This design comes from an exercise in tuning for small area on the open sky130 flow, not from production work. RTL that was checked went through simulation tests only; none was proved equivalent to the original. The RTL of runs 1 and 2 was laid out without a check of its function. Power figures rest on the tool's default switching activity, not on a simulated workload.

## design/flow/config.mk

```make
export PLATFORM = sky130hd
export DESIGN_NAME = Multiplier32Bit
export DESIGN_NICKNAME = Multiplier32Bit
export VERILOG_FILES = /design/flow/design.v
export SDC_FILE = /design/flow/constraint.sdc
export NUM_CORES = 4
export LEC_CHECK = 0
export CAP_MARGIN = 20
export CORE_MARGIN = 2
export CORE_UTILIZATION = 40
export CTS_BUF_LIST = sky130_fd_sc_hd__clkbuf_8
export SLEW_MARGIN = 20
export SYNTH_HIERARCHICAL = 1
export SYNTH_MINIMUM_KEEP_SIZE = 0
```

## design/flow/constraint.sdc

```tcl
create_clock -name core_clock -period 10.0 [get_ports {clk}]
set_input_delay 2.0000 -clock core_clock [delete_from_list [all_inputs] [get_ports {clk}]]
set_output_delay 2.0000 -clock core_clock [all_outputs]
set_load 0.01 [all_outputs]
```

## design/flow/design.v

```verilog
module Multiplier32Bit (
	input[31:0] multiplicand,
	input[31:0] multiplier,
	input clk,
	input enable,
	input reset_n,
	output[31:0] aBus,
	output valid
);
	reg[31:0] acc;     
	reg[3:0] q;        
	reg vld;
	wire[31:0] mc = multiplicand;
	wire[31:0] mp = multiplier;
	genvar i;
	wire[3:1] a, o;
	generate
		for (i = 1; i < 4; i = i + 1) begin : gz
			wire a_lo, a_hi, o_lo, o_hi;
			nand4 u0 (.a(mp[8*i]), .b(mp[8*i+1]), .c(mp[8*i+2]), .d(mp[8*i+3]), .y(a_lo));
			nand4 u1 (.a(mp[8*i+4]), .b(mp[8*i+5]), .c(mp[8*i+6]), .d(mp[8*i+7]), .y(a_hi));
			nor2 u2 (.a(a_lo), .b(a_hi), .y(a[i]));
			nor4 u3 (.a(mp[8*i]), .b(mp[8*i+1]), .c(mp[8*i+2]), .d(mp[8*i+3]), .y(o_lo));
			nor4 u4 (.a(mp[8*i+4]), .b(mp[8*i+5]), .c(mp[8*i+6]), .d(mp[8*i+7]), .y(o_hi));
			and2 u5 (.a(o_lo), .b(o_hi), .y(o[i]));
		end
	endgenerate
	wire z1 = (a[3] & a[2] & a[1]) | (o[3] & o[2] & o[1]);   
	wire z2 = (a[3] & a[2]) | (o[3] & o[2]);                 
	wire z3 = a[3] | o[3];                                   
	wire idle = ~|q;
	wire busy = ~idle;
	wire[4:0] s;
	assign s[0] = q[0];
	assign s[1] = q[1] | (idle & z1);
	assign s[2] = q[2] | (idle & z2 & ~z1);
	assign s[3] = q[3] | (idle & z3 & ~z2);
	assign s[4] = idle & ~z3;
	wire[6:0] w;
	generate
		for (i = 0; i < 7; i = i + 1) begin : gw
			wire x, y;
			if (i == 0) begin : b0
				aoi22 u0 (.a1(s[1]), .a2(mp[5]), .b1(s[2]), .b2(mp[11]), .y(x));
			end else begin : bn
				aoi222 u0 (.a1(s[0]), .a2(mp[i-1]), .b1(s[1]), .b2(mp[i+5]), .c1(s[2]), .c2(mp[i+11]), .y(x));
			end
			aoi22 u1 (.a1(s[3]), .a2(mp[i+17]), .b1(s[4]), .b2(mp[i+23]), .y(y));
			nand2 u2 (.a(x), .b(y), .y(w[i]));
		end
	endgenerate
	wire d3 = ~z2 & z3;
	wire d4 = ~z3;
	wire cp = idle & d3 & mp[23] & ~mp[24];    
	wire cm = idle & d3 & ~mp[23] & mp[24];    
	wire[7:0] orc;                             
	wire[7:0] mneg;                            
	assign orc[1] = mc[0];
	assign mneg[0] = mc[0];
	generate
		for (i = 1; i < 8; i = i + 1) begin : gn
			if (i > 1) begin : bo
				or2 u0 (.a(orc[i-1]), .b(mc[i-1]), .y(orc[i]));
			end
			xor2 u1 (.a(mc[i]), .b(orc[i]), .y(mneg[i]));
		end
	endgenerate
	wire[1:0] v = {mp[31] ^ (mp[30] & mp[29]), mp[30] ^ mp[29]};
	wire[1:0] init4 = {(mc[1] & v[0]) ^ (mc[0] & v[1]), mc[0] & v[0]};
	wire[1:0] i4_n = ~({2{idle & d4}} & init4);
	wire[25:0] prev;
	generate
		for (i = 0; i < 26; i = i + 1) begin : gp
			if (i < 8) begin : lo
				wire x;
				aoi222 u0 (.a1(busy), .a2(acc[i]), .b1(cp), .b2(mc[i]), .c1(cm), .c2(mneg[i]), .y(x));
				if (i < 2) begin : b4
					nand2 u1 (.a(x), .b(i4_n[i]), .y(prev[i]));
				end else begin : bx
					inv u1 (.a(x), .y(prev[i]));
				end
			end else if (i < 20) begin : mid
				and2 u0 (.a(busy), .b(acc[i]), .y(prev[i]));
			end else begin : hi
				assign prev[i] = acc[i];
			end
		end
	endgenerate
	wire[2:0] one, two, neg;
	generate
		for (i = 0; i < 3; i = i + 1) begin : ge
			wire t;
			xor2 u0 (.a(w[2*i]), .b(w[2*i+1]), .y(one[i]));
			xnor2 u1 (.a(w[2*i+2]), .b(w[2*i+1]), .y(t));
			nor2 u2 (.a(t), .b(one[i]), .y(two[i]));
			assign neg[i] = w[2*i+2];
		end
	endgenerate
	wire one0 = one[0], two0 = two[0], n0 = neg[0];
	wire one1 = one[1], two1 = two[1], n1 = neg[1];
	wire one2 = one[2], two2 = two[2], n2 = neg[2];
	wire[31:0] r0;
	wire[29:0] r1;
	wire[27:0] r2;
	wire x0 = one0 & mc[0];
	wire k0 = n0 & ~x0;
	wire x1 = one1 & mc[0];
	wire k1 = n1 & ~x1;
	wire x2 = one2 & mc[0];
	wire k2 = n2 & ~x2;
	assign r0[0] = x0;
	assign r1[0] = x1;
	assign r2[0] = x2;
	generate
		for (i = 1; i < 32; i = i + 1) begin : g0
			booth_cell u (.one(one0), .two(two0), .neg(n0), .a(mc[i]), .b(mc[i-1]), .p(r0[i]));
		end
		for (i = 1; i < 30; i = i + 1) begin : g1
			booth_cell u (.one(one1), .two(two1), .neg(n1), .a(mc[i]), .b(mc[i-1]), .p(r1[i]));
		end
		for (i = 1; i < 28; i = i + 1) begin : g2
			booth_cell u (.one(one2), .two(two2), .neg(n2), .a(mc[i]), .b(mc[i-1]), .p(r2[i]));
		end
	endgenerate
	wire[31:0] next;
	wire pend_c;       
	wire t_1;
	wire t_2;
	wire t_3;
	wire t_4;
	wire t_5;
	wire t_6;
	wire t_7;
	wire t_8;
	wire t_9;
	wire t_10;
	wire t_11;
	wire t_12;
	wire t_13;
	wire t_14;
	wire t_15;
	wire t_16;
	wire t_17;
	wire t_18;
	wire t_19;
	wire t_20;
	wire t_21;
	wire t_22;
	wire t_23;
	wire t_24;
	wire t_25;
	wire t_26;
	wire t_27;
	wire t_28;
	wire t_29;
	wire t_30;
	wire t_31;
	wire t_32;
	wire t_33;
	wire t_34;
	wire t_35;
	wire t_36;
	wire t_37;
	wire t_38;
	wire t_39;
	wire t_40;
	wire t_41;
	wire t_42;
	wire t_43;
	wire t_44;
	wire t_45;
	wire t_46;
	wire t_47;
	wire t_48;
	wire t_49;
	wire t_50;
	wire t_51;
	wire t_52;
	wire t_53;
	wire t_54;
	wire t_55;
	wire t_56;
	wire t_57;
	wire t_58;
	wire t_59;
	wire t_60;
	wire t_61;
	wire t_62;
	wire t_63;
	wire t_64;
	wire t_65;
	wire t_66;
	wire t_67;
	wire t_68;
	wire t_69;
	wire t_70;
	wire t_71;
	wire t_72;
	wire t_73;
	wire t_74;
	wire t_75;
	wire t_76;
	wire t_77;
	wire t_78;
	wire t_79;
	wire t_80;
	wire t_81;
	wire t_82;
	wire t_83;
	wire t_84;
	wire t_85;
	wire t_86;
	wire t_87;
	wire t_88;
	wire t_89;
	wire t_90;
	wire t_91;
	wire t_92;
	wire t_93;
	wire t_94;
	wire t_95;
	wire t_96;
	wire t_97;
	wire t_98;
	wire t_99;
	wire t_100;
	wire t_101;
	wire t_102;
	wire t_103;
	wire t_104;
	wire t_105;
	wire t_106;
	wire t_107;
	wire t_108;
	wire t_109;
	wire t_110;
	wire t_111;
	wire t_112;
	wire t_113;
	wire t_114;
	wire t_115;
	wire t_116;
	wire t_117;
	wire t_118;
	wire t_119;
	wire t_120;
	wire t_121;
	wire t_122;
	wire t_123;
	wire t_124;
	wire t_125;
	wire t_126;
	wire t_127;
	wire t_128;
	wire t_129;
	wire t_130;
	wire t_131;
	wire t_132;
	wire t_133;
	wire t_134;
	wire t_135;
	wire t_136;
	wire t_137;
	wire t_138;
	wire t_139;
	wire t_140;
	wire t_141;
	wire t_142;
	wire t_143;
	wire t_144;
	wire t_145;
	wire t_146;
	wire t_147;
	wire t_148;
	wire t_149;
	wire t_150;
	wire t_151;
	wire t_152;
	wire t_153;
	wire t_154;
	wire t_155;
	wire t_156;
	wire t_157;
	wire t_158;
	wire t_159;
	wire t_160;
	wire t_161;
	wire t_162;
	wire t_163;
	wire t_164;
	wire t_165;
	wire t_166;
	wire t_167;
	wire t_168;
	wire t_169;
	wire t_170;
	wire t_171;
	wire t_172;
	wire t_173;
	wire t_174;
	wire t_175;
	wire t_176;
	wire t_177;
	wire t_178;
	wire t_179;
	wire t_180;
	wire t_181;
	wire t_182;
	wire t_183;
	wire t_184;
	wire t_185;
	wire t_186;
	wire t_187;
	wire t_188;
	wire t_189;
	wire t_190;
	wire t_191;
	wire t_192;
	wire t_193;
	wire t_194;
	wire t_195;
	half_adder ut_1 (.a(r0[5]), .b(r1[3]), .s(t_1), .co(t_2));
	full_adder ut_3 (.a(r0[6]), .b(r1[4]), .c(r2[2]), .s(t_3), .co(t_4));
	full_adder ut_5 (.a(r0[7]), .b(r1[5]), .c(r2[3]), .s(t_5), .co(t_6));
	full_adder ut_7 (.a(r0[8]), .b(r1[6]), .c(r2[4]), .s(t_7), .co(t_8));
	full_adder ut_9 (.a(r0[9]), .b(r1[7]), .c(r2[5]), .s(t_9), .co(t_10));
	full_adder ut_11 (.a(r0[10]), .b(r1[8]), .c(r2[6]), .s(t_11), .co(t_12));
	full_adder ut_13 (.a(r0[11]), .b(r1[9]), .c(r2[7]), .s(t_13), .co(t_14));
	full_adder ut_15 (.a(r0[12]), .b(r1[10]), .c(r2[8]), .s(t_15), .co(t_16));
	full_adder ut_17 (.a(r0[13]), .b(r1[11]), .c(r2[9]), .s(t_17), .co(t_18));
	full_adder ut_19 (.a(r0[14]), .b(r1[12]), .c(r2[10]), .s(t_19), .co(t_20));
	full_adder ut_21 (.a(r0[15]), .b(r1[13]), .c(r2[11]), .s(t_21), .co(t_22));
	full_adder ut_23 (.a(r0[16]), .b(r1[14]), .c(r2[12]), .s(t_23), .co(t_24));
	full_adder ut_25 (.a(r0[17]), .b(r1[15]), .c(r2[13]), .s(t_25), .co(t_26));
	full_adder ut_27 (.a(r0[18]), .b(r1[16]), .c(r2[14]), .s(t_27), .co(t_28));
	full_adder ut_29 (.a(r0[19]), .b(r1[17]), .c(r2[15]), .s(t_29), .co(t_30));
	full_adder ut_31 (.a(r0[20]), .b(r1[18]), .c(r2[16]), .s(t_31), .co(t_32));
	full_adder ut_33 (.a(r0[21]), .b(r1[19]), .c(r2[17]), .s(t_33), .co(t_34));
	full_adder ut_35 (.a(r0[22]), .b(r1[20]), .c(r2[18]), .s(t_35), .co(t_36));
	full_adder ut_37 (.a(r0[23]), .b(r1[21]), .c(r2[19]), .s(t_37), .co(t_38));
	full_adder ut_39 (.a(r0[24]), .b(r1[22]), .c(r2[20]), .s(t_39), .co(t_40));
	full_adder ut_41 (.a(r0[25]), .b(r1[23]), .c(r2[21]), .s(t_41), .co(t_42));
	full_adder ut_43 (.a(r0[26]), .b(r1[24]), .c(r2[22]), .s(t_43), .co(t_44));
	full_adder ut_45 (.a(r0[27]), .b(r1[25]), .c(r2[23]), .s(t_45), .co(t_46));
	full_adder ut_47 (.a(r0[28]), .b(r1[26]), .c(r2[24]), .s(t_47), .co(t_48));
	full_adder ut_49 (.a(r0[29]), .b(r1[27]), .c(r2[25]), .s(t_49), .co(t_50));
	full_adder ut_51 (.a(r0[30]), .b(r1[28]), .c(r2[26]), .s(t_51), .co(t_52));
	assign t_53 = r0[31] ^ r1[29] ^ r2[27];
	half_adder ut_54 (.a(r0[3]), .b(r1[1]), .s(t_54), .co(t_55));
	full_adder ut_56 (.a(r0[4]), .b(r1[2]), .c(r2[0]), .s(t_56), .co(t_57));
	full_adder ut_58 (.a(t_1), .b(r2[1]), .c(k2), .s(t_58), .co(t_59));
	full_adder ut_60 (.a(t_3), .b(prev[0]), .c(t_2), .s(t_60), .co(t_61));
	full_adder ut_62 (.a(t_5), .b(prev[1]), .c(t_4), .s(t_62), .co(t_63));
	full_adder ut_64 (.a(t_7), .b(prev[2]), .c(t_6), .s(t_64), .co(t_65));
	full_adder ut_66 (.a(t_9), .b(prev[3]), .c(t_8), .s(t_66), .co(t_67));
	full_adder ut_68 (.a(t_11), .b(prev[4]), .c(t_10), .s(t_68), .co(t_69));
	full_adder ut_70 (.a(t_13), .b(prev[5]), .c(t_12), .s(t_70), .co(t_71));
	full_adder ut_72 (.a(t_15), .b(prev[6]), .c(t_14), .s(t_72), .co(t_73));
	full_adder ut_74 (.a(t_17), .b(prev[7]), .c(t_16), .s(t_74), .co(t_75));
	full_adder ut_76 (.a(t_19), .b(prev[8]), .c(t_18), .s(t_76), .co(t_77));
	full_adder ut_78 (.a(t_21), .b(prev[9]), .c(t_20), .s(t_78), .co(t_79));
	full_adder ut_80 (.a(t_23), .b(prev[10]), .c(t_22), .s(t_80), .co(t_81));
	full_adder ut_82 (.a(t_25), .b(prev[11]), .c(t_24), .s(t_82), .co(t_83));
	full_adder ut_84 (.a(t_27), .b(prev[12]), .c(t_26), .s(t_84), .co(t_85));
	full_adder ut_86 (.a(t_29), .b(prev[13]), .c(t_28), .s(t_86), .co(t_87));
	full_adder ut_88 (.a(t_31), .b(prev[14]), .c(t_30), .s(t_88), .co(t_89));
	full_adder ut_90 (.a(t_33), .b(prev[15]), .c(t_32), .s(t_90), .co(t_91));
	full_adder ut_92 (.a(t_35), .b(prev[16]), .c(t_34), .s(t_92), .co(t_93));
	full_adder ut_94 (.a(t_37), .b(prev[17]), .c(t_36), .s(t_94), .co(t_95));
	full_adder ut_96 (.a(t_39), .b(prev[18]), .c(t_38), .s(t_96), .co(t_97));
	full_adder ut_98 (.a(t_41), .b(prev[19]), .c(t_40), .s(t_98), .co(t_99));
	full_adder ut_100 (.a(t_43), .b(prev[20]), .c(t_42), .s(t_100), .co(t_101));
	full_adder ut_102 (.a(t_45), .b(prev[21]), .c(t_44), .s(t_102), .co(t_103));
	full_adder ut_104 (.a(t_47), .b(prev[22]), .c(t_46), .s(t_104), .co(t_105));
	full_adder ut_106 (.a(t_49), .b(prev[23]), .c(t_48), .s(t_106), .co(t_107));
	full_adder ut_108 (.a(t_51), .b(prev[24]), .c(t_50), .s(t_108), .co(t_109));
	assign t_110 = t_53 ^ prev[25] ^ t_52;
	half_adder ut_111 (.a(r0[1]), .b(k0), .s(t_111), .co(t_112));
	full_adder ut_113 (.a(r0[2]), .b(r1[0]), .c(t_112), .s(t_113), .co(t_114));
	full_adder ut_115 (.a(t_54), .b(k1), .c(t_114), .s(t_115), .co(t_116));
	full_adder ut_117 (.a(t_56), .b(t_55), .c(t_116), .s(t_117), .co(t_118));
	full_adder ut_119 (.a(t_58), .b(t_57), .c(t_118), .s(t_119), .co(t_120));
	full_adder ut_121 (.a(t_60), .b(t_59), .c(t_120), .s(t_121), .co(t_122));
	full_adder ut_123 (.a(t_62), .b(t_61), .c(t_122), .s(t_123), .co(t_124));
	full_adder ut_125 (.a(t_64), .b(t_63), .c(t_124), .s(t_125), .co(t_126));
	full_adder ut_127 (.a(t_66), .b(t_65), .c(t_126), .s(t_127), .co(t_128));
	full_adder ut_129 (.a(t_68), .b(t_67), .c(t_128), .s(t_129), .co(t_130));
	full_adder ut_131 (.a(t_70), .b(t_69), .c(t_130), .s(t_131), .co(t_132));
	full_adder ut_133 (.a(t_72), .b(t_71), .c(t_132), .s(t_133), .co(t_134));
	full_adder ut_135 (.a(t_74), .b(t_73), .c(t_134), .s(t_135), .co(t_136));
	half_adder ut_137 (.a(t_76), .b(t_75), .s(t_137), .co(t_138));
	full_adder ut_139 (.a(t_78), .b(t_77), .c(t_138), .s(t_139), .co(t_140));
	full_adder ut_141 (.a(t_80), .b(t_79), .c(t_140), .s(t_141), .co(t_142));
	full_adder ut_143 (.a(t_82), .b(t_81), .c(t_142), .s(t_143), .co(t_144));
	full_adder ut_145 (.a(t_84), .b(t_83), .c(t_144), .s(t_145), .co(t_146));
	xor2 ut_147 (.a(t_137), .b(t_136), .y(t_147));
	inc_cell ut_148 (.s(t_139), .t(t_137), .c(t_136), .y(t_148));
	and2 ut_149 (.a(t_137), .b(t_139), .y(t_149));
	inc_cell ut_150 (.s(t_141), .t(t_149), .c(t_136), .y(t_150));
	and2 ut_151 (.a(t_149), .b(t_141), .y(t_151));
	inc_cell ut_152 (.s(t_143), .t(t_151), .c(t_136), .y(t_152));
	and2 ut_153 (.a(t_151), .b(t_143), .y(t_153));
	inc_cell ut_154 (.s(t_145), .t(t_153), .c(t_136), .y(t_154));
	and2 ut_155 (.a(t_153), .b(t_145), .y(t_155));
	ao21 ut_156 (.a1(t_155), .a2(t_136), .b(t_146), .y(t_156));
	half_adder ut_157 (.a(t_86), .b(t_85), .s(t_157), .co(t_158));
	full_adder ut_159 (.a(t_88), .b(t_87), .c(t_158), .s(t_159), .co(t_160));
	full_adder ut_161 (.a(t_90), .b(t_89), .c(t_160), .s(t_161), .co(t_162));
	full_adder ut_163 (.a(t_92), .b(t_91), .c(t_162), .s(t_163), .co(t_164));
	full_adder ut_165 (.a(t_94), .b(t_93), .c(t_164), .s(t_165), .co(t_166));
	full_adder ut_167 (.a(t_96), .b(t_95), .c(t_166), .s(t_167), .co(t_168));
	full_adder ut_169 (.a(t_98), .b(t_97), .c(t_168), .s(t_169), .co(t_170));
	xor2 ut_171 (.a(t_157), .b(t_156), .y(t_171));
	inc_cell ut_172 (.s(t_159), .t(t_157), .c(t_156), .y(t_172));
	and2 ut_173 (.a(t_157), .b(t_159), .y(t_173));
	inc_cell ut_174 (.s(t_161), .t(t_173), .c(t_156), .y(t_174));
	and2 ut_175 (.a(t_173), .b(t_161), .y(t_175));
	inc_cell ut_176 (.s(t_163), .t(t_175), .c(t_156), .y(t_176));
	and2 ut_177 (.a(t_175), .b(t_163), .y(t_177));
	inc_cell ut_178 (.s(t_165), .t(t_177), .c(t_156), .y(t_178));
	and2 ut_179 (.a(t_177), .b(t_165), .y(t_179));
	inc_cell ut_180 (.s(t_167), .t(t_179), .c(t_156), .y(t_180));
	and2 ut_181 (.a(t_179), .b(t_167), .y(t_181));
	inc_cell ut_182 (.s(t_169), .t(t_181), .c(t_156), .y(t_182));
	and2 ut_183 (.a(t_181), .b(t_169), .y(t_183));
	ao21 ut_184 (.a1(t_183), .a2(t_156), .b(t_170), .y(t_184));
	half_adder ut_185 (.a(t_100), .b(t_99), .s(t_185), .co(t_186));
	full_adder ut_187 (.a(t_102), .b(t_101), .c(t_186), .s(t_187), .co(t_188));
	full_adder ut_189 (.a(t_104), .b(t_103), .c(t_188), .s(t_189), .co(t_190));
	full_adder ut_191 (.a(t_106), .b(t_105), .c(t_190), .s(t_191), .co(t_192));
	full_adder ut_193 (.a(t_108), .b(t_107), .c(t_192), .s(t_193), .co(t_194));
	assign t_195 = t_110 ^ t_109 ^ t_194;
	assign next[0] = r0[0];
	assign next[1] = t_111;
	assign next[2] = t_113;
	assign next[3] = t_115;
	assign next[4] = t_117;
	assign next[5] = t_119;
	assign next[6] = t_121;
	assign next[7] = t_123;
	assign next[8] = t_125;
	assign next[9] = t_127;
	assign next[10] = t_129;
	assign next[11] = t_131;
	assign next[12] = t_133;
	assign next[13] = t_135;
	assign next[14] = t_147;
	assign next[15] = t_148;
	assign next[16] = t_150;
	assign next[17] = t_152;
	assign next[18] = t_154;
	assign next[19] = t_171;
	assign next[20] = t_172;
	assign next[21] = t_174;
	assign next[22] = t_176;
	assign next[23] = t_178;
	assign next[24] = t_180;
	assign next[25] = t_182;
	assign next[26] = t_185;
	assign next[27] = t_187;
	assign next[28] = t_189;
	assign next[29] = t_191;
	assign next[30] = t_193;
	assign next[31] = t_195;
	assign pend_c = t_184;
	reg pend;
	always @(posedge clk) begin
		acc <= next;
		pend <= pend_c;
	end
	wire[31:26] top;
	wire[31:27] tc;
	half_adder uh26 (.a(acc[26]), .b(pend), .s(top[26]), .co(tc[27]));
	generate
		for (i = 27; i < 31; i = i + 1) begin : gh
			half_adder u (.a(acc[i]), .b(tc[i]), .s(top[i]), .co(tc[i+1]));
		end
	endgenerate
	xor2 uh31 (.a(acc[31]), .b(tc[31]), .y(top[31]));
	always @(posedge clk, negedge reset_n) begin
		if (reset_n == 0) begin
			q <= 4'd0;
			vld <= 0;
		end else if (enable) begin
			q <= {~z3, z3 & ~z2, z2 & ~z1, z1};
			vld <= 0;
		end else begin
			q <= {1'b0, q[3:1]};
			vld <= q[0];
		end
	end
	assign aBus = {top, acc[25:0]};
	assign valid = vld;
endmodule
module booth_cell (
	input one,
	input two,
	input neg,
	input a,
	input b,
	output p
);
	wire m_n;
	aoi22 u0 (.a1(one), .a2(a), .b1(two), .b2(b), .y(m_n));
	xnor2 u1 (.a(m_n), .b(neg), .y(p));
endmodule
module aoi22 (
	input a1,
	input a2,
	input b1,
	input b2,
	output y
);
	assign y = ~((a1 & a2) | (b1 & b2));
endmodule
module xnor2 (
	input a,
	input b,
	output y
);
	assign y = ~(a ^ b);
endmodule
module xor2 (
	input a,
	input b,
	output y
);
	assign y = a ^ b;
endmodule
module and2 (
	input a,
	input b,
	output y
);
	assign y = a & b;
endmodule
module ao21 (
	input a1,
	input a2,
	input b,
	output y
);
	assign y = (a1 & a2) | b;
endmodule
module inc_cell (
	input s,
	input t,
	input c,
	output y
);
	assign y = s ^ (t & c);
endmodule
module full_adder (
	input a,
	input b,
	input c,
	output s,
	output co
);
	assign s = a ^ b ^ c;
	assign co = (a & b) | (a & c) | (b & c);
endmodule
module half_adder (
	input a,
	input b,
	output s,
	output co
);
	assign s = a ^ b;
	assign co = a & b;
endmodule
module nand4 (
	input a,
	input b,
	input c,
	input d,
	output y
);
	assign y = ~(a & b & c & d);
endmodule
module nor4 (
	input a,
	input b,
	input c,
	input d,
	output y
);
	assign y = ~(a | b | c | d);
endmodule
module nand2 (
	input a,
	input b,
	output y
);
	assign y = ~(a & b);
endmodule
module nor2 (
	input a,
	input b,
	output y
);
	assign y = ~(a | b);
endmodule
module or2 (
	input a,
	input b,
	output y
);
	assign y = a | b;
endmodule
module inv (
	input a,
	output y
);
	assign y = ~a;
endmodule
module aoi222 (
	input a1,
	input a2,
	input b1,
	input b2,
	input c1,
	input c2,
	output y
);
	assign y = ~((a1 & a2) | (b1 & b2) | (c1 & c2));
endmodule
```

## design/flow/flow/run.sh

```bash
#!/bin/bash
export BUFFER_PORTS_ARGS="-buffer_cell sky130_fd_sc_hd__buf_1"
export CTS_ARGS="-sink_clustering_enable -repair_clock_nets -dont_use_dummy_load -buf_list sky130_fd_sc_hd__clkbuf_8"
export POST_FLOORPLAN_TCL="$PWD/flow/downsize.tcl"
bash standard.sh RECOVER_POWER=100 finish > standard.log 2>&1
```

## design/flow/flow/downsize.tcl

```tcl
# Sourced after floorplanning (POST_FLOORPLAN_TCL): set every logic cell to
# the smallest drive strength of its function. Placement-stage repair and
# timing repair size up again where timing or slew needs it.
set db [ord::get_db]
set n 0
foreach inst [[ord::get_db_block] getInsts] {
  set m [[$inst getMaster] getName]
  if {![regexp {^(sky130_fd_sc_hd__[a-z0-9]+)_([0-9]+)$} $m -> base drive]} { continue }
  if {[regexp {dfxtp|dfrtp|conb|tap|fill|decap|clkbuf|clkinv|clkdly|dly} $base]} { continue }
  foreach d {0 1 2} {
    if {$d >= $drive} { break }
    set cand "${base}_$d"
    if {[$db findMaster $cand] != "NULL" && [llength [get_lib_cells -quiet $cand]] > 0 && [lsearch $::env(DONT_USE_CELLS) $cand] < 0} {
      replace_cell [$inst getName] $cand
      incr n
      break
    }
  }
}
puts "downsize: $n cells set to their smallest drive strength"
```

## design/flow/standard.sh

```bash
#!/bin/bash
# synth_recipe.tcl (not shown) runs the flow's synth.tcl, then flattens the netlist and writes it again
# the make line also repeats each setting of config.mk as NAME=value (left out here)
make -C /OpenROAD-flow-scripts/flow DESIGN_CONFIG=/design/flow/config.mk WORK_HOME=/design/flow/orfs CLKGATE_MAP_FILE= SYNTH_SCRIPT=/design/flow/synth_recipe.tcl "${@:-finish}"
```

==> impl_metrics.json, run 1 <==
{
  "place.port_buffers": 99,
  "routed_wl_mm": 13.8,
  "synth-seq-area-share": 0.137,
  "final_area_sq_um": 5900,
  "synthToLayoutAreaGrowth_pct": 2.90,
  "grt_antenna_before_repair": 0,
  "drcViolationCount": 0,
  "grt_overflow": 0,
  "ys.flop_type": "dfxtp_1",
  "first_iter_violations": 264,
  "pin_count": 100,
  "hold_viol": 0,
  "cts_buffers": 5,
  "diodes": 0,
  "syn-cell-area_sq_um": 5740,
  "slowest_stage": "a222oi_1",
  "core_area_sq_um": 13900,
  "arrival_ps": 9830,
  "synth_nets": 649,
  "post-route-period-util": 0.966,
  "insertion_delay_ps": 300,
  "start_util": 0.412,
  "p_leak_nw": 2.07,
  "peakVddDrop_v": 0.000228,
  "nets": 747,
  "ant_nets": 0,
  "maxCapViolations": 0,
  "ys_types": 34,
  "grt_pass1_vias": 4210,
  "critPathMaxStageDelay_ps": 440,
  "h-tree-depth": 2,
  "placedInstanceArea_sq_um": 5790,
  "worstSetupPathType": "input port to flip-flop",
  "synth-edff-count": 0,
  "final_cell_mix": "xnor2_1 (103), buf_1 (96), a22oi_1 (95), fa_1 (77), dfxtp_1 (33)",
  "finalMaxSlewViolations": 0,
  "clkSinkCount": 38,
  "end_kind": "flip-flop",
  "clock.fmax_ghz": 0.104,
  "yosysTopAreaCell": "fa_1",
  "avgSynthCellArea_sq_um": 11.7,
  "drt_first_pass_iters": 6,
  "gp_congestion": 0.927,
  "grt_pass1_wl_mm": 21.9,
  "drive_gt1_frac": 0.0595,
  "cpMostUsedCell": "fa_1",
  "ctsHoldBuffers": 0,
  "ys_ff_latch": 38,
  "dp_slack_ps": -125,
  "avgViaCountPerCell": 5.48,
  "die_area_sq_um": 15300,
  "async_flop_share": 0.132,
  "synth_area_leaders": "fa_1 (27%), a22oi_2 (21%), xnor2_1 (16%)",
  "die_y_microns": 124,
  "synth_top_area_frac": 0.272,
  "num_rows": 43,
  "wire_per_inst_microns": 18.0,
  "worst-endpoint-required_ps": 10180,
  "clock_path_buffers": 2,
  "cts_tree": "done",
  "hp-start": "q[1]",
  "grt_max_degree": 32,
  "r2r-start": "q[3]",
  "fin_ws_ps": 345,
  "grtUsageTotal": 0.183,
  "finalSetupViolCount": 0,
  "die_x_microns": 124,
  "hpwl_mm": 11.0,
  "post-route-min-period_ps": 9660,
  "postSynthCellCount": 492,
  "vias": 4206,
  "cts-root-buf": "clkbuf_8",
  "power.density_nw_per_um2": 472,
  "hp-class": "flip-flop to flip-flop",
  "outcome": "finished clean",
  "cp-start-kind": "input port",
  "skew_ps": 14.7,
  "crit_fanout": 8,
  "worstMarginPinSlew_ps": 975,
  "final_common_cell": "xnor2_1",
  "path_clk_slew_ps": 70,
  "slew_headroom": 0.349,
  "yosysWarningCount": 7,
  "crit_start": "multiplier[25]",
  "rsz0062_at_grt": "no"
}
-- per-module statistics from Yosys (local to each module, per instance), excerpt --
| module | flip-flops and latches | times used |
|---|---|---|
| Multiplier32Bit | 38 | 1 |
| and2 | 0 | 25 |
| ao21 | 0 | 2 |
| aoi22 | 0 | 95 |
| aoi222 | 0 | 14 |
| full_adder | 0 | 78 |
| half_adder | 0 | 11 |
| inc_cell | 0 | 10 |
| inv | 0 | 6 |
| nand2 | 0 | 9 |
| nand4 | 0 | 6 |
| nor2 | 0 | 6 |
| or2 | 0 | 6 |
| xnor2 | 0 | 90 |
| xor2 | 0 | 13 |
-- critical path, delay by kind of cell --
family                     cells  cell delay (ps)
buffers and inverters          1              150
and+or+nand+nor                5              830
xor gates and xnor gates       3              570
AOI/OAI and AO/OA              5             1330
adders and majority gates     13             4930
-- logic make-up (layout without fill, tap and decap cells) --
| kind of cell | Yosys count | count (layout) | synth area share |
|---|---|---|---|
| compound gates | 119 | 119 | 0.244 |
| fa+ha+maj | 90 | 90 | 0.298 |
| buf+inv | 33 | 129 | 0.0388 |
| flops | 38 | 38 | 0.137 |
| simple gates | 91 | 91 | 0.0969 |
| mux | 1 | 1 | 0.00196 |
| xor+xnor | 120 | 120 | 0.183 |
-- through the flow --
step | hold WS [ps] | TNS, ps | util | total power [mW] | cells
3_3_place_gp | 518 | -122 | 0.415 | 2.64 | 763
4_1_cts | 552 | 0 | 0.420 | 2.81 | 768
5_1_grt | 579 | 0 | 0.424 | 3.14 | 768
6_report | 548 | 0 | 0.424 | 2.79 | 768
2_1_floorplan | 489 | -506 | - | 2.26 | 492
3_5_place_dp | 527 | -846 | 0.415 | 2.71 | 763
-- final cells by class --
type	count	area, sq um
tap	180	225
sequential	38	786
clock buffer	5	68.8
timing repair buffer	118	537
inverter	6	22.5
fill	1398	8030
multi-input combinational	421	4260
-- what timing repair did --
action                     CTS  global route
resized for setup            0            15
setup buffers                0             0
setup endpoints to repair    0            13
-- path summary, 6_finish.rpt --
path	end	slack [ps]	depth (start not counted)
max	acc[19]	340	27
min	q[0]	550	2
max reg2reg	acc[19]	1440	24
min reg2reg	q[0]	550	2
max in group asynchronous	q[1]	8240	1
min in group asynchronous	vld	1550	1
-- state kept, by name, summed over array words and instances (netlist names) --
name	cells
acc	32
q	4
pend	1
vld	1
-- synth_stat cells, drive strengths merged, types with 5 or more instances --
cell,count
buf,27
and2,29
dfxtp,33
a22oi,95
nand4,6
fa,78
inv,6
ha,12
nor2b,5
xor2,16
or2,6
dfrtp,5
nor4,6
nor2,9
xnor2,104
nand2,20
a222oi,14
-- power breakdown --
part           internal [mW]  switching, mW  leakage [nW]
clock network         0.0451         0.0557        0.0359
logic                   1.14           1.21          1.69
registers              0.289         0.0478         0.342
-- routing by layer --
layer / up-vias / GRT usage / wire, microns / share of wire
met4: 0 / 0.0376 / 151 / 0.011
li1: 1941 / - / - / -
met1: 2109 / 0.256 / 6150 / 0.45
met2: 144 / 0.308 / 6760 / 0.49
met3: 12 / 0.0206 / 747 / 0.054
met5: - / 0 / 0 / 0
==> run 2, diff against run 1 <==
--- a/design/flow/design.v
+++ b/design/flow/design.v
@@ -320,4 +320,8 @@
 	wire t_194;
 	wire t_195;
+	wire t_196;
+	wire t_197;
+	wire t_198;
+	wire t_199;
 	half_adder ut_1 (.a(r0[5]), .b(r1[3]), .s(t_1), .co(t_2));
 	full_adder ut_3 (.a(r0[6]), .b(r1[4]), .c(r2[2]), .s(t_3), .co(t_4));
@@ -387,48 +391,52 @@
 	full_adder ut_129 (.a(t_68), .b(t_67), .c(t_128), .s(t_129), .co(t_130));
 	full_adder ut_131 (.a(t_70), .b(t_69), .c(t_130), .s(t_131), .co(t_132));
-	full_adder ut_133 (.a(t_72), .b(t_71), .c(t_132), .s(t_133), .co(t_134));
+	half_adder ut_133 (.a(t_72), .b(t_71), .s(t_133), .co(t_134));
 	full_adder ut_135 (.a(t_74), .b(t_73), .c(t_134), .s(t_135), .co(t_136));
-	half_adder ut_137 (.a(t_76), .b(t_75), .s(t_137), .co(t_138));
+	full_adder ut_137 (.a(t_76), .b(t_75), .c(t_136), .s(t_137), .co(t_138));
 	full_adder ut_139 (.a(t_78), .b(t_77), .c(t_138), .s(t_139), .co(t_140));
 	full_adder ut_141 (.a(t_80), .b(t_79), .c(t_140), .s(t_141), .co(t_142));
 	full_adder ut_143 (.a(t_82), .b(t_81), .c(t_142), .s(t_143), .co(t_144));
 	full_adder ut_145 (.a(t_84), .b(t_83), .c(t_144), .s(t_145), .co(t_146));
-	xor2 ut_147 (.a(t_137), .b(t_136), .y(t_147));
-	inc_cell ut_148 (.s(t_139), .t(t_137), .c(t_136), .y(t_148));
-	and2 ut_149 (.a(t_137), .b(t_139), .y(t_149));
-	inc_cell ut_150 (.s(t_141), .t(t_149), .c(t_136), .y(t_150));
-	and2 ut_151 (.a(t_149), .b(t_141), .y(t_151));
-	inc_cell ut_152 (.s(t_143), .t(t_151), .c(t_136), .y(t_152));
-	and2 ut_153 (.a(t_151), .b(t_143), .y(t_153));
-	inc_cell ut_154 (.s(t_145), .t(t_153), .c(t_136), .y(t_154));
-	and2 ut_155 (.a(t_153), .b(t_145), .y(t_155));
-	ao21 ut_156 (.a1(t_155), .a2(t_136), .b(t_146), .y(t_156));
-	half_adder ut_157 (.a(t_86), .b(t_85), .s(t_157), .co(t_158));
-	full_adder ut_159 (.a(t_88), .b(t_87), .c(t_158), .s(t_159), .co(t_160));
-	full_adder ut_161 (.a(t_90), .b(t_89), .c(t_160), .s(t_161), .co(t_162));
-	full_adder ut_163 (.a(t_92), .b(t_91), .c(t_162), .s(t_163), .co(t_164));
-	full_adder ut_165 (.a(t_94), .b(t_93), .c(t_164), .s(t_165), .co(t_166));
-	full_adder ut_167 (.a(t_96), .b(t_95), .c(t_166), .s(t_167), .co(t_168));
-	full_adder ut_169 (.a(t_98), .b(t_97), .c(t_168), .s(t_169), .co(t_170));
-	xor2 ut_171 (.a(t_157), .b(t_156), .y(t_171));
-	inc_cell ut_172 (.s(t_159), .t(t_157), .c(t_156), .y(t_172));
-	and2 ut_173 (.a(t_157), .b(t_159), .y(t_173));
-	inc_cell ut_174 (.s(t_161), .t(t_173), .c(t_156), .y(t_174));
-	and2 ut_175 (.a(t_173), .b(t_161), .y(t_175));
-	inc_cell ut_176 (.s(t_163), .t(t_175), .c(t_156), .y(t_176));
-	and2 ut_177 (.a(t_175), .b(t_163), .y(t_177));
-	inc_cell ut_178 (.s(t_165), .t(t_177), .c(t_156), .y(t_178));
+	xor2 ut_147 (.a(t_133), .b(t_132), .y(t_147));
+	inc_cell ut_148 (.s(t_135), .t(t_133), .c(t_132), .y(t_148));
+	and2 ut_149 (.a(t_133), .b(t_135), .y(t_149));
+	inc_cell ut_150 (.s(t_137), .t(t_149), .c(t_132), .y(t_150));
+	and2 ut_151 (.a(t_149), .b(t_137), .y(t_151));
+	inc_cell ut_152 (.s(t_139), .t(t_151), .c(t_132), .y(t_152));
+	and2 ut_153 (.a(t_151), .b(t_139), .y(t_153));
+	inc_cell ut_154 (.s(t_141), .t(t_153), .c(t_132), .y(t_154));
+	and2 ut_155 (.a(t_153), .b(t_141), .y(t_155));
+	inc_cell ut_156 (.s(t_143), .t(t_155), .c(t_132), .y(t_156));
+	and2 ut_157 (.a(t_155), .b(t_143), .y(t_157));
+	inc_cell ut_158 (.s(t_145), .t(t_157), .c(t_132), .y(t_158));
+	and2 ut_159 (.a(t_157), .b(t_145), .y(t_159));
+	ao21 ut_160 (.a1(t_159), .a2(t_132), .b(t_146), .y(t_160));
+	half_adder ut_161 (.a(t_86), .b(t_85), .s(t_161), .co(t_162));
+	full_adder ut_163 (.a(t_88), .b(t_87), .c(t_162), .s(t_163), .co(t_164));
+	full_adder ut_165 (.a(t_90), .b(t_89), .c(t_164), .s(t_165), .co(t_166));
+	full_adder ut_167 (.a(t_92), .b(t_91), .c(t_166), .s(t_167), .co(t_168));
+	full_adder ut_169 (.a(t_94), .b(t_93), .c(t_168), .s(t_169), .co(t_170));
+	full_adder ut_171 (.a(t_96), .b(t_95), .c(t_170), .s(t_171), .co(t_172));
+	full_adder ut_173 (.a(t_98), .b(t_97), .c(t_172), .s(t_173), .co(t_174));
+	xor2 ut_175 (.a(t_161), .b(t_160), .y(t_175));
+	inc_cell ut_176 (.s(t_163), .t(t_161), .c(t_160), .y(t_176));
+	and2 ut_177 (.a(t_161), .b(t_163), .y(t_177));
+	inc_cell ut_178 (.s(t_165), .t(t_177), .c(t_160), .y(t_178));
 	and2 ut_179 (.a(t_177), .b(t_165), .y(t_179));
-	inc_cell ut_180 (.s(t_167), .t(t_179), .c(t_156), .y(t_180));
+	inc_cell ut_180 (.s(t_167), .t(t_179), .c(t_160), .y(t_180));
 	and2 ut_181 (.a(t_179), .b(t_167), .y(t_181));
-	inc_cell ut_182 (.s(t_169), .t(t_181), .c(t_156), .y(t_182));
+	inc_cell ut_182 (.s(t_169), .t(t_181), .c(t_160), .y(t_182));
 	and2 ut_183 (.a(t_181), .b(t_169), .y(t_183));
-	ao21 ut_184 (.a1(t_183), .a2(t_156), .b(t_170), .y(t_184));
-	half_adder ut_185 (.a(t_100), .b(t_99), .s(t_185), .co(t_186));
-	full_adder ut_187 (.a(t_102), .b(t_101), .c(t_186), .s(t_187), .co(t_188));
-	full_adder ut_189 (.a(t_104), .b(t_103), .c(t_188), .s(t_189), .co(t_190));
-	full_adder ut_191 (.a(t_106), .b(t_105), .c(t_190), .s(t_191), .co(t_192));
-	full_adder ut_193 (.a(t_108), .b(t_107), .c(t_192), .s(t_193), .co(t_194));
-	assign t_195 = t_110 ^ t_109 ^ t_194;
+	inc_cell ut_184 (.s(t_171), .t(t_183), .c(t_160), .y(t_184));
+	and2 ut_185 (.a(t_183), .b(t_171), .y(t_185));
+	inc_cell ut_186 (.s(t_173), .t(t_185), .c(t_160), .y(t_186));
+	and2 ut_187 (.a(t_185), .b(t_173), .y(t_187));
+	ao21 ut_188 (.a1(t_187), .a2(t_160), .b(t_174), .y(t_188));
+	half_adder ut_189 (.a(t_100), .b(t_99), .s(t_189), .co(t_190));
+	full_adder ut_191 (.a(t_102), .b(t_101), .c(t_190), .s(t_191), .co(t_192));
+	full_adder ut_193 (.a(t_104), .b(t_103), .c(t_192), .s(t_193), .co(t_194));
+	full_adder ut_195 (.a(t_106), .b(t_105), .c(t_194), .s(t_195), .co(t_196));
+	full_adder ut_197 (.a(t_108), .b(t_107), .c(t_196), .s(t_197), .co(t_198));
+	assign t_199 = t_110 ^ t_109 ^ t_198;
 	assign next[0] = r0[0];
 	assign next[1] = t_111;
@@ -443,25 +451,25 @@
 	assign next[10] = t_129;
 	assign next[11] = t_131;
-	assign next[12] = t_133;
-	assign next[13] = t_135;
-	assign next[14] = t_147;
-	assign next[15] = t_148;
-	assign next[16] = t_150;
-	assign next[17] = t_152;
-	assign next[18] = t_154;
-	assign next[19] = t_171;
-	assign next[20] = t_172;
-	assign next[21] = t_174;
-	assign next[22] = t_176;
-	assign next[23] = t_178;
-	assign next[24] = t_180;
-	assign next[25] = t_182;
-	assign next[26] = t_185;
-	assign next[27] = t_187;
-	assign next[28] = t_189;
-	assign next[29] = t_191;
-	assign next[30] = t_193;
-	assign next[31] = t_195;
-	assign pend_c = t_184;
+	assign next[12] = t_147;
+	assign next[13] = t_148;
+	assign next[14] = t_150;
+	assign next[15] = t_152;
+	assign next[16] = t_154;
+	assign next[17] = t_156;
+	assign next[18] = t_158;
+	assign next[19] = t_175;
+	assign next[20] = t_176;
+	assign next[21] = t_178;
+	assign next[22] = t_180;
+	assign next[23] = t_182;
+	assign next[24] = t_184;
+	assign next[25] = t_186;
+	assign next[26] = t_189;
+	assign next[27] = t_191;
+	assign next[28] = t_193;
+	assign next[29] = t_195;
+	assign next[30] = t_197;
+	assign next[31] = t_199;
+	assign pend_c = t_188;
 	reg pend;
 	always @(posedge clk) begin
==> run 2 against run 1 <==
Hold slack got worse by 17 ps. Still clean. Highest routed layer unchanged. Die area increased by 0.63%. Synthesized cell count increased by 1.2%. Final area decreased by 1.2%. Count of clock-buffer cells in the layout unchanged. Setup slack improved by 310 ps. Register-to-register slack improved by 310 ps. Clock skew about the same. Sequential share of layout area increased by 0.16 points.
==> impl_metrics.json, run 2 <==
{
  "async_flop_share": 0.132,
  "ys_types": 34,
  "synth-edff-count": 0,
  "core_area_sq_um": 14000,
  "dp.cells": 764,
  "worstSetupPathType": "input port to flip-flop",
  "synth-seq-area-share": 0.136,
  "clock.fmax_ghz": 0.107,
  "cp-start-kind": "input port",
  "r2r_cells": 21,
  "hpwl_mm": 11.1,
  "routed_wl_mm": 13.9,
  "vias": 4281,
  "cts_tree": "done",
  "grtUsageTotal": 0.191,
  "worst-endpoint-required_ps": 10200,
  "cts-root-buf": "clkbuf_8",
  "die_y_microns": 124,
  "synth_area_leaders": "fa_1 (27%), a22oi_2 (21%), xnor2_1 (16%)",
  "grt_antenna_before_repair": 0,
  "postSynthCellCount": 498,
  "finalSetupViolCount": 0,
  "ant_nets": 0,
  "grt_pass1_wl_mm": 22.8,
  "end_kind": "flip-flop",
  "finalSetupTns_ps": 0,
  "avgSynthCellArea_sq_um": 11.6,
  "peakVddDrop_v": 0.000344,
  "cts_buffers": 5,
  "post-route-period-util": 0.935,
  "skew_ps": 14.3,
  "ctsHoldBuffers": 0,
  "synth_common_cells": "xnor2_1 (106), a22oi_2 (95), fa_1 (78)",
  "totalPowerFinal_mw": 2.85,
  "path_clk_slew_ps": 80,
  "h-tree-depth": 2,
  "syn-cell-area_sq_um": 5770,
  "avgViaCountPerCell": 5.57,
  "maxCapViolations": 0,
  "hp-class": "flip-flop to flip-flop",
  "wire_per_inst_microns": 18.1,
  "insertion_delay_ps": 310,
  "grt_max_degree": 33,
  "ys_ff_latch": 38,
  "min_path_cells": 1,
  "yosysTopAreaCell": "fa_1",
  "crit_fanout": 13,
  "cts_setup_buffers": 0,
  "p_leak_nw": 2.03,
  "final_cell_mix": "xnor2_1 (106), buf_1 (97), a22oi_1 (95), fa_1 (78), dfxtp_1 (33)",
  "hold_viol": 0,
  "largestRegisters": "acc x32, q x4",
  "clock_path_buffers": 2,
  "ys.flop_type": "dfxtp_1",
  "yosysWarningCount": 7,
  "outcome": "finished clean",
  "synth_top_area_frac": 0.270,
  "die_x_microns": 124,
  "drive_gt1_frac": 0.0390,
  "die_area_sq_um": 15400,
  "slowest_stage": "fa_1",
  "slew_headroom": 0.302,
  "post-route-min-period_ps": 9350,
  "nets": 748,
  "cpMostUsedCell": "fa_1",
  "arrival_ps": 9540,
  "grt_overflow": 0,
  "finalNonFillerCells": 769,
  "largest_reg_flops": 32,
  "final_common_cell": "xnor2_1",
  "critPathMaxStageDelay_ps": 540,
  "drcViolationCount": 0,
  "drt_first_pass_iters": 5,
  "finalMaxSlewViolations": 0,
  "clkSinkCount": 38,
  "pin_count": 100,
  "grt_pass1_vias": 4377,
  "rsz0062_at_grt": "no",
  "diodes": 0,
  "first_iter_violations": 332,
  "synthToLayoutAreaGrowth_pct": 1.02,
  "cts_resized": 0,
  "power.density_nw_per_um2": 489,
  "num_rows": 43,
  "start_util": 0.413,
  "synth.most_common_cell": "xnor2_1",
  "worstMarginPinSlew_ps": 1040,
  "largest_register": "acc",
  "synth_nets": 655,
  "gp_congestion": 0.907,
  "place.port_buffers": 99
}
-- run 2: cell types whose count changed after synthesis, sizes merged --
cell	before	now
xnor2	104	106
and2	29	31
nand2	20	22
-- run 2: per-layer routing --
layer	track usage	vias up	share of wire
met1	0.272	2175	0.44
li1	-	1952	-
met4	0.0344	0	0.0080
met5	0	-	0
met2	0.307	142	0.49
met3	0.0325	12	0.058
-- run 2: through the flow --
stage	hold slack, ps	setup slack (ps)	instance area (sq um)	utilization
after floorplan	489	25.5	5860	-
after global placement	523	620	5780	0.413
after detailed placement	515	422	5780	0.413
after CTS	536	795	5850	0.418
after global routing	570	309	5830	0.417
final	531	652	5830	0.417
-- run 2: where the power goes --
group          internal (mW)  switching, mW  leakage [nW]
Sequential             0.290         0.0438         0.342
Clock                 0.0450         0.0555        0.0359
Combinational           1.17           1.25          1.65
Total                   1.50           1.35          2.03
-- run 2: Yosys stat by module, one instance, submodules excluded, excerpt --
module,copies in the design,cells,flops+latches,cell area (sq um)
inv,6,1,0,3.75
Multiplier32Bit,1,105,38,1280
xnor2,90,1,0,8.76
or2,6,1,0,6.26
aoi222,14,1,0,10.0
aoi22,95,1,0,12.5
half_adder,11,1,0,12.5
and2,27,1,0,6.26
nor4,6,1,0,12.5
nand2,9,1,0,3.75
nor2,6,1,0,3.75
nand4,6,1,0,6.26
ao21,2,1,0,7.51
-- run 2: cell families after synthesis --
group                    count (synthesis)  share of synthesized area
XOR/XNOR                               122                      0.185
AO/OA/AOI/OAI                          119                      0.242
AND/OR/NAND/NOR                         95                     0.0997
adder cells (fa/ha/maj)                 90                      0.296
flip-flops                              38                      0.136
buffers and inverters                   33                     0.0386
multiplexers                             1                    0.00195
-- run 2: cell type report --
type                            instances  area [sq um]
Clock buffer                            5          68.8
Fill cell                            1405          8160
Inverter                                6          22.5
Multi-Input combinational cell        427          4260
Sequential cell                        38           786
Tap cell                              180           225
Timing Repair Buffer                  113           473
-- run 2: path summary, 6_finish.rpt --
check	from	to	slack, ps
max	multiplier[29]	acc[19]	650
min	q[3]	q[2]	530
max reg2reg	q[3]	acc[19]	1750
min reg2reg	q[3]	q[2]	530
max in group asynchronous	reset_n	q[2]	8240
min in group asynchronous	reset_n	vld	1540
-- run 2: critical path: cells and delay by family --
family | cells | cell delay [ps]
AO/OA/AOI/OAI | 3 | 560
XOR/XNOR | 3 | 670
buffers and inverters | 2 | 370
AND/OR/NAND/NOR | 6 | 1620
adder cells (fa/ha/maj) | 11 | 4320
==> run 3, diff against run 2 <==
--- a/design/flow/design.v
+++ b/design/flow/design.v
@@ -397,40 +397,40 @@
 	full_adder ut_141 (.a(t_80), .b(t_79), .c(t_140), .s(t_141), .co(t_142));
 	full_adder ut_143 (.a(t_82), .b(t_81), .c(t_142), .s(t_143), .co(t_144));
-	full_adder ut_145 (.a(t_84), .b(t_83), .c(t_144), .s(t_145), .co(t_146));
-	xor2 ut_147 (.a(t_133), .b(t_132), .y(t_147));
-	inc_cell ut_148 (.s(t_135), .t(t_133), .c(t_132), .y(t_148));
-	and2 ut_149 (.a(t_133), .b(t_135), .y(t_149));
-	inc_cell ut_150 (.s(t_137), .t(t_149), .c(t_132), .y(t_150));
-	and2 ut_151 (.a(t_149), .b(t_137), .y(t_151));
-	inc_cell ut_152 (.s(t_139), .t(t_151), .c(t_132), .y(t_152));
-	and2 ut_153 (.a(t_151), .b(t_139), .y(t_153));
-	inc_cell ut_154 (.s(t_141), .t(t_153), .c(t_132), .y(t_154));
-	and2 ut_155 (.a(t_153), .b(t_141), .y(t_155));
-	inc_cell ut_156 (.s(t_143), .t(t_155), .c(t_132), .y(t_156));
-	and2 ut_157 (.a(t_155), .b(t_143), .y(t_157));
-	inc_cell ut_158 (.s(t_145), .t(t_157), .c(t_132), .y(t_158));
-	and2 ut_159 (.a(t_157), .b(t_145), .y(t_159));
-	ao21 ut_160 (.a1(t_159), .a2(t_132), .b(t_146), .y(t_160));
-	half_adder ut_161 (.a(t_86), .b(t_85), .s(t_161), .co(t_162));
-	full_adder ut_163 (.a(t_88), .b(t_87), .c(t_162), .s(t_163), .co(t_164));
-	full_adder ut_165 (.a(t_90), .b(t_89), .c(t_164), .s(t_165), .co(t_166));
-	full_adder ut_167 (.a(t_92), .b(t_91), .c(t_166), .s(t_167), .co(t_168));
-	full_adder ut_169 (.a(t_94), .b(t_93), .c(t_168), .s(t_169), .co(t_170));
-	full_adder ut_171 (.a(t_96), .b(t_95), .c(t_170), .s(t_171), .co(t_172));
-	full_adder ut_173 (.a(t_98), .b(t_97), .c(t_172), .s(t_173), .co(t_174));
-	xor2 ut_175 (.a(t_161), .b(t_160), .y(t_175));
-	inc_cell ut_176 (.s(t_163), .t(t_161), .c(t_160), .y(t_176));
-	and2 ut_177 (.a(t_161), .b(t_163), .y(t_177));
-	inc_cell ut_178 (.s(t_165), .t(t_177), .c(t_160), .y(t_178));
-	and2 ut_179 (.a(t_177), .b(t_165), .y(t_179));
-	inc_cell ut_180 (.s(t_167), .t(t_179), .c(t_160), .y(t_180));
-	and2 ut_181 (.a(t_179), .b(t_167), .y(t_181));
-	inc_cell ut_182 (.s(t_169), .t(t_181), .c(t_160), .y(t_182));
-	and2 ut_183 (.a(t_181), .b(t_169), .y(t_183));
-	inc_cell ut_184 (.s(t_171), .t(t_183), .c(t_160), .y(t_184));
-	and2 ut_185 (.a(t_183), .b(t_171), .y(t_185));
-	inc_cell ut_186 (.s(t_173), .t(t_185), .c(t_160), .y(t_186));
-	and2 ut_187 (.a(t_185), .b(t_173), .y(t_187));
-	ao21 ut_188 (.a1(t_187), .a2(t_160), .b(t_174), .y(t_188));
+	xor2 ut_145 (.a(t_133), .b(t_132), .y(t_145));
+	inc_cell ut_146 (.s(t_135), .t(t_133), .c(t_132), .y(t_146));
+	and2 ut_147 (.a(t_133), .b(t_135), .y(t_147));
+	inc_cell ut_148 (.s(t_137), .t(t_147), .c(t_132), .y(t_148));
+	and2 ut_149 (.a(t_147), .b(t_137), .y(t_149));
+	inc_cell ut_150 (.s(t_139), .t(t_149), .c(t_132), .y(t_150));
+	and2 ut_151 (.a(t_149), .b(t_139), .y(t_151));
+	inc_cell ut_152 (.s(t_141), .t(t_151), .c(t_132), .y(t_152));
+	and2 ut_153 (.a(t_151), .b(t_141), .y(t_153));
+	inc_cell ut_154 (.s(t_143), .t(t_153), .c(t_132), .y(t_154));
+	and2 ut_155 (.a(t_153), .b(t_143), .y(t_155));
+	ao21 ut_156 (.a1(t_155), .a2(t_132), .b(t_144), .y(t_156));
+	half_adder ut_157 (.a(t_84), .b(t_83), .s(t_157), .co(t_158));
+	full_adder ut_159 (.a(t_86), .b(t_85), .c(t_158), .s(t_159), .co(t_160));
+	full_adder ut_161 (.a(t_88), .b(t_87), .c(t_160), .s(t_161), .co(t_162));
+	full_adder ut_163 (.a(t_90), .b(t_89), .c(t_162), .s(t_163), .co(t_164));
+	full_adder ut_165 (.a(t_92), .b(t_91), .c(t_164), .s(t_165), .co(t_166));
+	full_adder ut_167 (.a(t_94), .b(t_93), .c(t_166), .s(t_167), .co(t_168));
+	full_adder ut_169 (.a(t_96), .b(t_95), .c(t_168), .s(t_169), .co(t_170));
+	full_adder ut_171 (.a(t_98), .b(t_97), .c(t_170), .s(t_171), .co(t_172));
+	xor2 ut_173 (.a(t_157), .b(t_156), .y(t_173));
+	inc_cell ut_174 (.s(t_159), .t(t_157), .c(t_156), .y(t_174));
+	and2 ut_175 (.a(t_157), .b(t_159), .y(t_175));
+	inc_cell ut_176 (.s(t_161), .t(t_175), .c(t_156), .y(t_176));
+	and2 ut_177 (.a(t_175), .b(t_161), .y(t_177));
+	inc_cell ut_178 (.s(t_163), .t(t_177), .c(t_156), .y(t_178));
+	and2 ut_179 (.a(t_177), .b(t_163), .y(t_179));
+	inc_cell ut_180 (.s(t_165), .t(t_179), .c(t_156), .y(t_180));
+	and2 ut_181 (.a(t_179), .b(t_165), .y(t_181));
+	inc_cell ut_182 (.s(t_167), .t(t_181), .c(t_156), .y(t_182));
+	and2 ut_183 (.a(t_181), .b(t_167), .y(t_183));
+	inc_cell ut_184 (.s(t_169), .t(t_183), .c(t_156), .y(t_184));
+	and2 ut_185 (.a(t_183), .b(t_169), .y(t_185));
+	inc_cell ut_186 (.s(t_171), .t(t_185), .c(t_156), .y(t_186));
+	and2 ut_187 (.a(t_185), .b(t_171), .y(t_187));
+	ao21 ut_188 (.a1(t_187), .a2(t_156), .b(t_172), .y(t_188));
 	half_adder ut_189 (.a(t_100), .b(t_99), .s(t_189), .co(t_190));
 	full_adder ut_191 (.a(t_102), .b(t_101), .c(t_190), .s(t_191), .co(t_192));
@@ -451,12 +451,12 @@
 	assign next[10] = t_129;
 	assign next[11] = t_131;
-	assign next[12] = t_147;
-	assign next[13] = t_148;
-	assign next[14] = t_150;
-	assign next[15] = t_152;
-	assign next[16] = t_154;
-	assign next[17] = t_156;
-	assign next[18] = t_158;
-	assign next[19] = t_175;
+	assign next[12] = t_145;
+	assign next[13] = t_146;
+	assign next[14] = t_148;
+	assign next[15] = t_150;
+	assign next[16] = t_152;
+	assign next[17] = t_154;
+	assign next[18] = t_173;
+	assign next[19] = t_174;
 	assign next[20] = t_176;
 	assign next[21] = t_178;
==> run 3 against run 2 <==
Area after synthesis did not move. Critical endpoint is now acc[18]. Count of clock-buffer cells in the layout did not move. Power fell by 0.77%. Routed wire length fell by 3.0%.
==> impl_metrics.json, run 3 <==
{
  "diodes": 0,
  "die_x_microns": 124,
  "hold_end": "q[2]",
  "ys_types": 34,
  "die_area_sq_um": 15400,
  "start_util": 0.413,
  "finalSetupViolCount": 0,
  "synth_top_area_frac": 0.270,
  "largest_reg_flops": 32,
  "r2r-start": "q[3]",
  "wire_per_inst_microns": 17.6,
  "final_cell_mix": "xnor2_1 (106), buf_1 (97), a22oi_1 (95), fa_1 (78), dfxtp_1 (33)",
  "avgSynthCellArea_sq_um": 11.6,
  "cts_setup_buffers": 0,
  "largestRegisters": "acc x32, q x4",
  "first_iter_violations": 458,
  "routed_wl_mm": 13.5,
  "maxCapViolations": 0,
  "ys.flop_type": "dfxtp_1",
  "seq_area_sq_um": 786,
  "synth_top_family_by_area": "adder cells",
  "path_clk_slew_ps": 70,
  "multi_input_area_sq_um": 4260,
  "pin_count": 100,
  "grt_pass1_vias": 4242,
  "synth_nets": 655,
  "placedInstanceArea_sq_um": 5780,
  "synth-seq-area-share": 0.136,
  "drcViolationCount": 0,
  "grt_overflow": 0,
  "hold_viol": 0,
  "clock.fmax_ghz": 0.108,
  "ys_ff_latch": 38,
  "skew_ps": 15.2,
  "muxShareOfSynthArea": 0.00195,
  "worst-endpoint-required_ps": 10170,
  "cp-start-kind": "input port",
  "cts-root-buf": "clkbuf_8",
  "postSynthCellCount": 498,
  "die_y_microns": 124,
  "cts_tree": "done",
  "cts_buffers": 5,
  "core_area_sq_um": 14000,
  "gp_congestion": 0.872,
  "clkSinkCount": 38,
  "synth-edff-count": 0,
  "ff2ff_setup_slack_ps": 1810,
  "cpMostUsedCell": "fa_1",
  "worstSetupPathType": "input port to flip-flop",
  "p_leak_nw": 2.03,
  "end_kind": "flip-flop",
  "r2r_cells": 22,
  "drive_gt1_frac": 0.0407,
  "syn-cell-area_sq_um": 5770,
  "hp-class": "flip-flop to flip-flop",
  "slew_headroom": 0.364,
  "async_flop_share": 0.132,
  "post-route-min-period_ps": 9300,
  "hpwl_mm": 10.8,
  "ctsHoldBuffers": 0,
  "synthToLayoutAreaGrowth_pct": 1.06,
  "peakVddDrop_v": 0.000260,
  "synth_area_leaders": "fa_1 (27%), a22oi_2 (21%), xnor2_1 (16%)",
  "vias": 4219,
  "rr_endpoint": "acc[18]",
  "synthAdderAreaFrac": 0.296,
  "grt_max_degree": 33,
  "hp-start": "q[3]",
  "final_area_sq_um": 5830,
  "finalMaxSlewViolations": 0,
  "grt_antenna_before_repair": 0,
  "clock_path_buffers": 2,
  "largest_register": "acc",
  "place.port_buffers": 99,
  "synth-xor-area-share": 0.185,
  "grt_pass1_wl_mm": 21.7,
  "num_rows": 43,
  "arrival_ps": 9470,
  "cts_resized": 0,
  "drt_first_pass_iters": 6,
  "synth.most_common_cell": "xnor2_1",
  "grtUsageTotal": 0.180,
  "whs_ps": 547,
  "synth_common_cells": "xnor2_1 (106), a22oi_2 (95), fa_1 (78)",
  "final_common_cell": "xnor2_1",
  "nets": 748,
  "critPathMaxStageDelay_ps": 510,
  "avgViaCountPerCell": 5.49,
  "insertion_delay_ps": 300,
  "outcome": "finished clean",
  "crit_fanout": 20,
  "yosysTopAreaCell": "fa_1",
  "slowest_stage": "fa_1",
  "yosysWarningCount": 7,
  "power.density_nw_per_um2": 485,
  "rsz0062_at_grt": "no",
  "nFillCells": 1374,
  "synth_compound_area_frac": 0.242,
  "yosys.area_share.simple": 0.0997,
  "post-route-period-util": 0.930,
  "worstMarginPinSlew_ps": 953,
  "min_path_cells": 1,
  "ant_nets": 0,
  "h-tree-depth": 2
}
[run 3: cell counts after synthesis]
No cell type changed its count.
[run 3: stage by stage]
stage | TNS [ps] | util | worst slack [ps] | total power, mW | cells
CTS | 0 | 0.418 | 785 | 2.88 | 769
detailed placement | 0 | 0.413 | 456 | 2.76 | 764
global placement | 0 | 0.413 | 557 | 2.73 | 764
global route | 0 | 0.417 | 258 | 3.18 | 769
floorplan | -11.3 | - | -11.3 | 2.30 | 498
finish | 0 | 0.417 | 701 | 2.83 | 769
[run 3: kinds of logic (layout without fill, tap and decap cells)]
| family | after synthesis | count (layout) |
|---|---|---|
| AO/OA/AOI/OAI | 119 | 119 |
| XOR/XNOR | 122 | 122 |
| adder cells (fa/ha/maj) | 90 | 90 |
| buffers and inverters | 33 | 124 |
| flip-flops | 38 | 38 |
| multiplexers | 1 | 1 |
| AND/OR/NAND/NOR | 95 | 95 |
[run 3: critical path, delay by kind of cell]
kind / cells / cell delay [ps]
buffers and inverters: 2 / 490
adder cells (fa/ha/maj): 11 / 4270
AND/OR/NAND/NOR: 4 / 640
XOR/XNOR: 3 / 670
AO/OA/AOI/OAI: 5 / 1380
[run 3: final cells by class]
type / count / area share
Clock buffer: 5 / 0.0118
Timing Repair Buffer: 113 / 0.0811
Multi-Input combinational cell: 427 / 0.730
Tap cell: 180 / 0.0386
Inverter: 6 / 0.00386
Sequential cell: 38 / 0.135
[run 3: power breakdown]
part | leakage, nW | internal, mW | switching (mW)
clock network | 0.0359 | 0.0451 | 0.0557
registers | 0.342 | 0.290 | 0.0446
logic | 1.65 | 1.16 | 1.23
total | 2.03 | 1.50 | 1.33
[run 3: per-module statistics from Yosys (local to each module, per instance), a selection]
| module | area, sq um | cells | flip-flops and latches | times used |
|---|---|---|---|---|
| Multiplier32Bit | 1280 | 105 | 38 | 1 |
| full_adder | 20.0 | 1 | 0 | 78 |
| half_adder | 12.5 | 1 | 0 | 11 |
| inc_cell | 12.5 | 2 | 0 | 12 |
| nor4 | 12.5 | 1 | 0 | 6 |
| xnor2 | 8.76 | 1 | 0 | 90 |
| ao21 | 7.51 | 1 | 0 | 2 |
| or2 | 6.26 | 1 | 0 | 6 |
| nand2 | 3.75 | 1 | 0 | 9 |
[run 3: worst max-delay path by stage]
| stage | from | end | slack, ps | depth (start not counted) |
|---|---|---|---|---|
| after CTS | multiplier[24] | acc[18] | 790 | 25 |
| final | multiplier[24] | acc[18] | 700 | 25 |
| after global placement | multiplier[17] | acc[18] | 560 | 25 |
| after detailed placement | multiplier[24] | acc[18] | 460 | 25 |
| after global routing | multiplier[29] | acc[25] | 260 | 26 |
| after floorplan | multiplier[25] | acc[18] | -10 | 24 |
[run 3: layer usage]
layer | vias to the layer above | GRT usage | routed length, microns
met5 | - | 0 | 0
met1 | 2085 | 0.248 | 5800
met4 | 0 | 0.0379 | 181
li1 | 1953 | - | -
met3 | 17 | 0.0293 | 870
met2 | 164 | 0.299 | 6670

[separate check: timing with driven ports]
Ports are ideal in the flow. The routed layouts listed here were re-timed in OpenROAD. Step 1 assumes that a clkbuf_16 drives the clock port and a buf_2 every other input. Step 2 also shifts input and output timing later by t, the mid clock arrival at the registers, as if the neighbouring blocks saw the same clock. a / b / c = no drivers / after step 1 / after step 2; a / b = the first two.
| run | t, ns | setup WS [ns] | worst data-port slew with drivers (ns) | cell pins on the clock port's net |
|---|---|---|---|---|
| run 1 | 0.322 | 0.345 / 0.352 / 0.030 | 0.05 | 1 |
| run 2 | 0.334 | 0.652 / 0.665 / 0.331 | 0.04 | 1 |
| run 3 | 0.323 | 0.701 / 0.706 / 0.383 | 0.05 | 1 |
After both steps setup and hold are still met in every run listed. The setup slack of run 2, which loses most, moves by +0.013 ns with the drivers and by -0.321 ns with both steps.
